This design comes from an exercise in tuning for small area, a short achievable clock period and few clock cycles per item on the open sky130 flow, not from production work. RTL that was checked went through simulation tests only; none was proved equivalent to the original. Power is estimated from default activity; no workload was simulated.

// JAM
module JAM (
input              CLK,
input              RST,
output logic [2:0] W,
output logic [2:0] J,
input        [6:0] Cost,
output logic [3:0] MatchCount,
output logic [8:0] MinCost,
output logic       Valid
);
Size in the first run: roughly 29 I/O pins.
Settings: LEC_CHECK=0, ABC_AREA=1, CAP_MARGIN=20, CORE_MARGIN=2, CORE_UTILIZATION=40, CTS_BUF_LIST=sky130_fd_sc_hd__clkbuf_8, CTS_CLUSTER_SIZE=30, SETUP_SLACK_MARGIN=5, SLEW_MARGIN=20; clock period 10.0 ns.
run.sh (not shown) runs the stock make flow with config.mk's settings and CLKGATE_MAP_FILE= SYNTH_SCRIPT=/design/flow/synth_recipe.tcl, a recipe that flattens the netlist after the stock synthesis.
The baseline went through all stages and came out clean.
Testbench counts at the start, summed over its fixed seeds: cycles 4,803, jobs 24.
Edit:
--- a/flow/config.mk
+++ b/flow/config.mk
@@ -10,6 +10,6 @@
 export CORE_MARGIN = 2
 export CORE_UTILIZATION = 40
-export CTS_BUF_LIST = sky130_fd_sc_hd__clkbuf_8
-export CTS_CLUSTER_SIZE = 30
+export CTS_BUF_LIST = sky130_fd_sc_hd__clkbuf_4
+export CTS_CLUSTER_SIZE = 20
 export SETUP_SLACK_MARGIN = 5
 export SLEW_MARGIN = 20
What happened: Setup slack gains 0.027 ns. Power falls by 3.7%. Critical path depth rises by 10. Synthesized cell count does not change.
Edit:
--- a/flow/config.mk
+++ b/flow/config.mk
@@ -10,6 +10,4 @@
 export CORE_MARGIN = 2
 export CORE_UTILIZATION = 40
-export CTS_BUF_LIST = sky130_fd_sc_hd__clkbuf_4
-export CTS_CLUSTER_SIZE = 20
 export SETUP_SLACK_MARGIN = 5
 export SLEW_MARGIN = 20
=> Synthesized cell count stays the same. Clock power rises by about 15%. Total power rises by about 6.5%. Wire length stays flat. Clock-buffer cell count falls by 136. Global-route usage falls by 0.31 points. Final area rises by 0.98%. Worst setup slack is worse by 0.062 ns.
Edit:
--- a/flow/config.mk
+++ b/flow/config.mk
@@ -7,7 +7,7 @@
 export LEC_CHECK = 0
 export ABC_AREA = 1
-export CAP_MARGIN = 20
+export CAP_MARGIN = 0
 export CORE_MARGIN = 2
 export CORE_UTILIZATION = 40
 export SETUP_SLACK_MARGIN = 5
-export SLEW_MARGIN = 20
+export SLEW_MARGIN = 0
The changed run finished with timing, DRC and antenna clean.
Power stays flat.
Core utilization is about the same.
Sequential share of layout area is about the same.

* * *

JAM, a different RTL version from the one above (not shown whole).
Size in the first run: about 3000 cells after synthesis, ~640 flip-flops, ~34000 µm² of cells after synthesis.
make LEC_CHECK=0 CAP_MARGIN=20 CORE_MARGIN=2 CORE_UTILIZATION=40 SETUP_SLACK_MARGIN=5 SLEW_MARGIN=20 finish   # period 10.0 ns
The starting point went through all stages and came out clean.
Change:
==> flow/flow/run.sh (new file) <==
#!/bin/bash
set -euo pipefail
bash standard.sh SETUP_SLACK_MARGIN=6 finish > layout.log 2>&1
==> flow/standard.sh (new file) <==
#!/bin/bash
# synth_recipe.tcl (not shown) runs the flow's synth.tcl, then flattens the netlist and writes it again
# the make line also repeats each setting of config.mk as NAME=value (left out here)
make -C /OpenROAD-flow-scripts/flow DESIGN_CONFIG=/design/flow/config.mk WORK_HOME=/design/flow/orfs CLKGATE_MAP_FILE= SYNTH_SCRIPT=/design/flow/synth_recipe.tcl "${@:-finish}"
removed: flow/run.sh
Outcome:
- cell count rises by 3.6%
- sequential power is about the same
- critical path depth rises by 6
- die area stays the same
- total power rises by 5.4%
- cell area rises by 8.6%
- synthesized area stays the same
No run of this note included a check of the RTL's function; only the layout flow was run.

* * *

JAM, a different RTL version from the one above (not shown whole).
Size: about 3600 cells after synthesis, ~580 flip-flops, roughly 29 I/O pins.
export LEC_CHECK = 0
export ABC_AREA = 1
export CAP_MARGIN = 20
export CORE_MARGIN = 2
export CORE_UTILIZATION = 40
export CTS_BUF_LIST = sky130_fd_sc_hd__clkbuf_16
export CTS_CLUSTER_DIAMETER = 60
export CTS_CLUSTER_SIZE = 32
export SETUP_SLACK_MARGIN = 5
export SLEW_MARGIN = 20
create_clock -name core_clock -period 10.0 [get_ports {CLK}]
Stock flow here: none of the scripts above is used.
Testbench counts at the start, summed over its fixed seeds: cycles 4,803, jobs 24.
Rerun with:
Settings changed: CTS_CLUSTER_DIAMETER 60 to 100, CTS_CLUSTER_SIZE 32 to 30, TNS_END_PERCENT from default to 0.
=> Clock power falls by 34%; hold slack hardly moves; design area goes down by 2.6%.
Rerun with:
Settings changed: CTS_BUF_LIST sky130_fd_sc_hd__clkbuf_16 to sky130_fd_sc_hd__clkbuf_4, CTS_CLUSTER_DIAMETER 100 to default, CTS_CLUSTER_SIZE 30 to 20, TNS_END_PERCENT 0 to default.
Clock power went up by 47%.
Hold slack gains 0.0036 ns.
Design area increases by 3.1%.
Utilization goes up by 1.4 points.
Setup slack gains 0.12 ns.
Sequential share of layout area falls by 1.3 points.

* * *

Setup of job 7806:
Another version of the RTL of JAM (not shown whole).
Size: about 2800 cells after synthesis, ~610 flip-flops, ~29 I/O pins, ~33000 um2 of cells after synthesis.
make LEC_CHECK=0 CAP_MARGIN=20 CORE_MARGIN=2 CORE_UTILIZATION=65 SETUP_SLACK_MARGIN=5 SLEW_MARGIN=20 finish   # period 10.0 ns
Testbench counts of job 7806, summed over its fixed seeds: cycles 6,631, jobs 24.
What job 6382 does differently from job 7806 at the input level:
Settings: clearing SETUP_SLACK_MARGIN, which used to be 5; swapping 65 for 40 in CORE_UTILIZATION.
--- outcome ---
Horizontal die dimension delta for job 6382 relative to job 7806: 27% higher
Per the comparison of job 6382 with job 7806, wire length went up about 0.4%; height of the die went up by about 27%.
The setup skew after layout of job 6382 was inferior to that of job 7806.
Higher via count of the first global-routing pass goes to job 7806 over job 6382.
Compared with job 7806, job 6382 shows a higher sequential portion of the cell area.
The following lists how job 4682 was set up differently from job 6382:
Settings: putting SETUP_SLACK_MARGIN at 5 where nothing was set.
[summary]
Summary of job 4682 over job 6382: layout cell share with drive strength beyond 1 increased by 5.7 points relative to the old numbers, largest fanout on the critical path shows an increase of 3.
Number of nets in the finished design is higher on job 4682
The lower critical path depth in cells of job 6382 and job 4682 is in job 6382.
The layout overhead on the synthesized area number comes out higher for job 4682 vs job 6382.
Going from job 6382 to job 4682, slew at the pin closest to its max-slew limit shrinks by 0.11 ns.
On setup slack: between job 6382 and job 4682, it ends up higher for job 4682.
Job 4682 against job 6382: power density over the cells fell by 3.1%, wire length rose by 3.7 mm, worst path arrival time fell by 1.42 ns, internal power contribution rose by about 0.5%.

* * *

JAM, a different RTL version from the one above (not shown whole).
Size: roughly 590 flip-flops, roughly 32,000 sq um of cells after synthesis.
## JAM
module JAM (
input              CLK,
input              RST,
output logic [2:0] W,
output logic [2:0] J,
input        [6:0] Cost,
output logic [3:0] MatchCount,
output logic [8:0] MinCost,
output logic       Valid
);
localparam logic [1:0] PRE  = 2'd0,
                       DFS  = 2'd1,
                       DONE = 2'd2;
logic [1:0] ph;
logic [7:0] c;            
logic       srch;
assign srch = (ph == DFS);
logic [6:0] u  [0:7];     
logic [6:0] v  [0:7];     
logic [7:0] Z  [0:7];     
logic [3:0] S  [0:7];     
logic [2:0] perm [0:7];   
logic [7:0] rm;           
logic [6:0] dl [0:7];     
logic [6:0] m;            
logic [6:0] xr;           
logic [6:0] uf;           
logic [6:0] Cost_r;
logic [5:0] a1, a3, a4;   
assign a3 = {a1[5:3] - 3'd1, a1[2:0]};
logic p1, p3, p4;
assign p1 = (c >= 8'd2)  && (c <= 8'd65);
assign p3 = (c >= 8'd10) && (c <= 8'd73);
assign p4 = (c >= 8'd11) && (c <= 8'd74);
logic [2:0] L;            
logic       iv;           
logic [7:0] mask;         
logic [7:0] rmask;        
logic [2:0] col [0:7];    
logic [8:0] D   [0:7];    
logic [5:0] minEx;        
logic       found;
logic [3:0] cnt;
logic       ev;
logic [2:0] ew, ej;
logic [7:0] em, erm;
logic [2:0] eW;
logic [9:0] E;            
logic [6:0] LBr;          
logic       espec;        
logic [2:0] aJ;           
logic       aiv;          
logic       apop;         
function automatic logic [2:0] ffs8(input logic [7:0] x);
    logic [2:0] r;
    r = 3'd0;
    for (int k = 7; k >= 0; k--)
        if (x[k]) r = k;
    ffs8 = r;
endfunction
function automatic logic [7:0] above(input logic [2:0] p);
    above = ~((8'd2 << p) - 8'd1);
endfunction
function automatic logic [7:0] low1(input logic [7:0] x);
    low1 = x & ~(x - 8'd1);
endfunction
function automatic logic [3:0] sat4(input logic [6:0] x);
    sat4 = (x > 7'd15) ? 4'd15 : x[3:0];
endfunction
function automatic logic [3:0] pop8(input logic [7:0] x);
    logic [3:0] r;
    r = 4'd0;
    for (int k = 0; k < 8; k++)
        r = r + {3'd0, x[k]};
    pop8 = r;
endfunction
logic [2:0] ui, vj;
logic [6:0] u_s, v_s;
assign u_s = u[ui];
assign v_s = v[vj];
logic [2:0] kz [0:7];
logic [3:0] kk [0:7];
always_comb
    for (int i = 0; i < 8; i++)
        kk[i] = rm[i] ? {1'b0, kz[i]} : 4'd15;
  ...
clock: 10.0 ns
lec_check: 0
abc_area: 1
cap_margin: 20
core_margin: 2
core_utilization: 40
cts_buf_list: sky130_fd_sc_hd__clkbuf_4
cts_cluster_size: 20
setup_slack_margin: 5
slew_margin: 20
standard.sh (not shown) runs the stock make flow with config.mk's settings and CLKGATE_MAP_FILE= SYNTH_SCRIPT=/design/flow/synth_recipe.tcl, a recipe that flattens the netlist after the stock synthesis.
==> flow/flow/run.sh <==
#!/bin/bash
set -euo pipefail
bash standard.sh SETUP_SLACK_MARGIN=6 finish > layout.log 2>&1
Testbench counts at the start, summed over its fixed seeds: cycles 4,803, jobs 24.
Then changed:
==> flow/run.sh (new file) <==
#!/bin/bash
# synth_recipe.tcl (not shown) runs the flow's synth.tcl, then flattens the netlist and writes it again
# the make line also repeats each setting of config.mk as NAME=value (left out here)
make -C /OpenROAD-flow-scripts/flow DESIGN_CONFIG=/design/flow/config.mk WORK_HOME=/design/flow/orfs CLKGATE_MAP_FILE= SYNTH_SCRIPT=/design/flow/synth_recipe.tcl finish
--- a/flow/config.mk
+++ b/flow/config.mk
@@ -11 +11 @@
-export CORE_UTILIZATION = 40
+export CORE_UTILIZATION = 60
@@ -13,0 +14 @@
+export GPL_TIMING_DRIVEN = 1
removed: flow/flow/run.sh
removed: flow/standard.sh
Effect:
- register-to-register slack is worse by 20 ps
- wire length goes down by 2.5%
- total power goes down by 5.2%
- die area is lower by 33%
Then changed:
--- a/flow/config.mk
+++ b/flow/config.mk
@@ -11 +11 @@
-export CORE_UTILIZATION = 60
+export CORE_UTILIZATION = 40
@@ -14 +13,0 @@
-export GPL_TIMING_DRIVEN = 1
The changed run finished with timing, DRC and antenna clean.
Sequential cell count is unchanged.
Non-clock buffer count goes up by 25.
Routed wire length goes down by 1.9%.
Hold slack improved by 11 ps.
Core utilization goes down by 22 points.
Worst setup slack got worse by 35 ps.
Synthesized cell count stays the same.
Register-to-register slack got worse by 40 ps.

-- static timing again, ports no longer ideal --
How much do the figures lean on ideal ports? The routed layouts below were timed once more, with nothing changed but the port constraints.
Step 1 sets driving cells, clkbuf_16 on the clock port and buf_2 on the other inputs (assumed; they add their load-dependent delay and slew).
Step 2, shift: input delay + t, output delay - t, t = (earliest + latest rising clock arrival at the registers) / 2. This alone moves slack from input paths to output paths.
Slacks: ideal ports / drivers / drivers and shift; pairs: ideal ports / drivers.
| run | t (ns) | slack for setup (ns) | worst setup path after step 2 | cell pins on the clock port's net |
|---|---|---|---|---|
| the first run of note 1 | 0.786 | 5.152 / 5.152 / 4.448 | input to register | 1 |
| the second run of note 1 | 1.123 | 5.178 / 5.178 / 4.165 | input to register | 1 |
| the third run of note 1 | 0.685 | 5.117 / 5.117 / 4.612 | input to register | 1 |
| the fourth run of note 1 | 0.685 | 5.154 / 5.154 / 4.606 | input to register | 1 |
| the first run of note 2 | 0.697 | 5.098 / 5.098 / 4.546 | input to register | 1 |
| the second run of note 2 | 0.683 | 5.535 / 5.535 / 4.954 | input to register | 1 |
| the first run of note 3 | 0.691 | 5.108 / 5.108 / 4.735 | input to register | 1 |
| the second run of note 3 | 0.676 | 5.012 / 5.012 / 4.581 | input to register | 1 |
| the third run of note 3 | 1.047 | 5.129 / 5.129 / 4.511 | input to register | 1 |
| job 7806 | 0.700 | 5.126 / 5.126 / 4.569 | input to register | 1 |
| job 6382 | 0.669 | 3.684 / 3.684 / 3.581 | input to register | 1 |
| job 4682 | 0.683 | 5.146 / 5.146 / 4.524 | input to register | 1 |
| the first run of note 5 | 1.127 | 5.153 / 5.153 / 4.624 | input to register | 1 |
| the second run of note 5 | 1.078 | 5.128 / 5.128 / 4.213 | input to register | 1 |
| the third run of note 5 | 1.058 | 5.093 / 5.093 / 4.246 | input to register | 1 |
After both steps setup and hold are still met in every run listed. For the second run of note 1, which loses most, drivers alone change the setup slack by 0.000 ns; drivers and shift together by -1.013 ns.
